What follows belongs to an exercise in optimizing a design on an open flow for small area, a short achievable clock period and few clock cycles; a production flow would make more cautious choices.
RTL that was checked went through simulation tests only; none was proved equivalent to the original.
The flow treats the clock pin as an ideal source, which a real chip does not have.

## poly1305
module poly1305(
  input rst_ni,
  input clk,
  input [127:0] r,
  input [127:0] s,
  input [127:0] m,
  input fb,
  input ld,
  input first,
  output [127:0] p,
  output rdy);
Size in the first run: roughly 10000 cells after synthesis, about 520 I/O pins, about 0.11 mm² of cells after synthesis.
export LEC_CHECK = 0
export CAP_MARGIN = 20
export CELL_PAD_IN_SITES_DETAIL_PLACEMENT = 1
export CELL_PAD_IN_SITES_GLOBAL_PLACEMENT = 1
export CORE_MARGIN = 2
export CORE_UTILIZATION = 30
export GPL_ROUTABILITY_DRIVEN = 1
export PLACE_DENSITY = 0.45
export SETUP_SLACK_MARGIN = 5
export SLEW_MARGIN = 30
export SYNTH_HIERARCHICAL = 1
create_clock -name core_clock -period 12.0 [get_ports {clk}]
standard.sh (not shown) runs the stock make flow with config.mk's settings and CLKGATE_MAP_FILE= SYNTH_SCRIPT=/design/flow/synth_recipe.tcl, a recipe that flattens the netlist after the stock synthesis.
==> flow/flow/run.sh <==
#!/bin/bash
# Standard layout (standard.sh), with these changes to how it is made:
#  - the port buffers are sky130_fd_sc_hd__buf_2 cells (every port is still buffered);
#  - extra setup repair passes (repair_timing) after placement and after CTS;
#  - in those passes, delay cells (clkdlybuf4s*, dlygate*, dlymetal*) left as buffers by
#    earlier repair steps are swapped for sky130_fd_sc_hd__buf_2.
# Each tool's full output goes to its own log in this folder.
set -euo pipefail
R=orfs/results/sky130hd/poly1305/base
MARGIN=${REPAIR_MARGIN:-7}
export BUFFER_PORTS_ARGS="-buffer_cell sky130_fd_sc_hd__buf_2"
bash standard.sh synth > 1_synth.log 2>&1
bash standard.sh floorplan > 2_floorplan.log 2>&1
bash standard.sh place > 3_place.log 2>&1
STAGE_ODB=$R/3_place.odb STAGE_SDC=$R/3_place.sdc MARGIN=$MARGIN PAD=1 \
  openroad -exit -no_init flow/repair.tcl > 3_extra_repair.log 2>&1
bash standard.sh cts > 4_cts.log 2>&1
STAGE_ODB=$R/4_cts.odb STAGE_SDC=$R/4_cts.sdc MARGIN=$MARGIN PAD=1 PROPAGATED=1 \
  openroad -exit -no_init flow/repair.tcl > 4_extra_repair.log 2>&1
bash standard.sh finish > 5_finish.log 2>&1
Other scripts of this flow, unchanged in this note and not shown: flow/flow/repair.tcl
Testbench counts at the start, summed over its fixed seeds: cycles 5,124.
Next try:
--- a/flow/design.v
+++ b/flow/design.v
@@ -3050,24 +3050,22 @@
   assign rc3[126] = 1'b0;
   assign rc3[127] = 1'b0;
   assign rc3[128] = 1'b0;
   assign rc3[129] = 1'b0;
   reg idle;             
   reg [K-1:0] it;       
   reg f1, f1b, f2, done;
-  reg it0n;             
   wire load = idle | done;
   wire iter = |it;
   always @(posedge clk or negedge rst_ni) begin
     if (!rst_ni) begin
-      idle <= 1'b1; it0n <= 1'b1; it <= '0; f1 <= 1'b0; f1b <= 1'b0; f2 <= 1'b0; done <= 1'b0;
+      idle <= 1'b1; it <= '0; f1 <= 1'b0; f1b <= 1'b0; f2 <= 1'b0; done <= 1'b0;
     end else begin
       idle <= (idle & ~ld) | done;
       it <= {it[K-2:0], idle & ld};
-      it0n <= ~(idle & ld);
       f1 <= it[K-1];
       f1b <= f1;
       f2 <= f1b & cX;
       done <= f2 | (f1b & ~cX);
     end
   end
   assign rdy = done;
@@ -3082,15 +3080,15 @@
   reg first_r;              
   reg [W:0] apre;           
   reg c5r;                  
   reg [123:0] HsN, HcN;    
   reg [W-1:0] LsN, LcN;     
   reg cl;                   
   wire [123:0] HsI = HsN | {124{it[0]}};
-  wire [123:0] HcI = HcN | {124{~it0n}};    
+  wire [123:0] HcI = HcN | {124{it[0]}};
   wire clN = ~cl;
   wire [NB-1:0] AN = ~A;
   assign p = M;
   wire [W:0] c0s;
   wire c0co;
   addc0 u_c0 (.a({1'b0, m[W-1:0]}), .b(first ? {(W+1){1'b0}} : apre), .ci(1'b0), .s(c0s), .co(c0co));
   wire [W+1:0] chunk0 = {c0co, c0s};
What happened:
- The changed run completed without violations
- worst hold slack barely changes
- wire length goes down by 0.42%
- synthesized cell count barely changes
- worst setup slack gets worse by 0.14 ns
- register-to-register slack gets worse by 0.14 ns
- final cell count hardly moves
- final area hardly moves
- critical path depth goes down by 9
- first-iteration DRC count goes down by 6.0%
- core utilization hardly moves
No functional check of the RTL was part of the second run of this note.

## re-timing with driven ports
In the flow no input, the clock included, has a driving cell. The finished layouts below were timed again as built, in two steps. Step 1: set_driving_cell puts a clkbuf_16 on clk and a buf_2 on each other input, an assumption about the parent block. Step 2 moves the port delays by t, midway between the first and last clock arrival at a register: inputs arrive t later, outputs are due t later. That takes back most of the time a late clock gives input paths. a / b / c = ideal ports / drivers / drivers and shift; a / b = the first two.
run | t (ns) | slack for setup (ns) | worst slew at a driven data input, ns
the first run | 0.964 | 6.950 / 6.950 / 6.647 | 0.17
the second run | 0.977 | 6.812 / 6.812 / 6.812 | 0.10
After both steps every run listed still meets setup and hold. For the first run, which loses most, drivers alone change the setup slack by 0.000 ns; drivers and shift together by -0.303 ns.
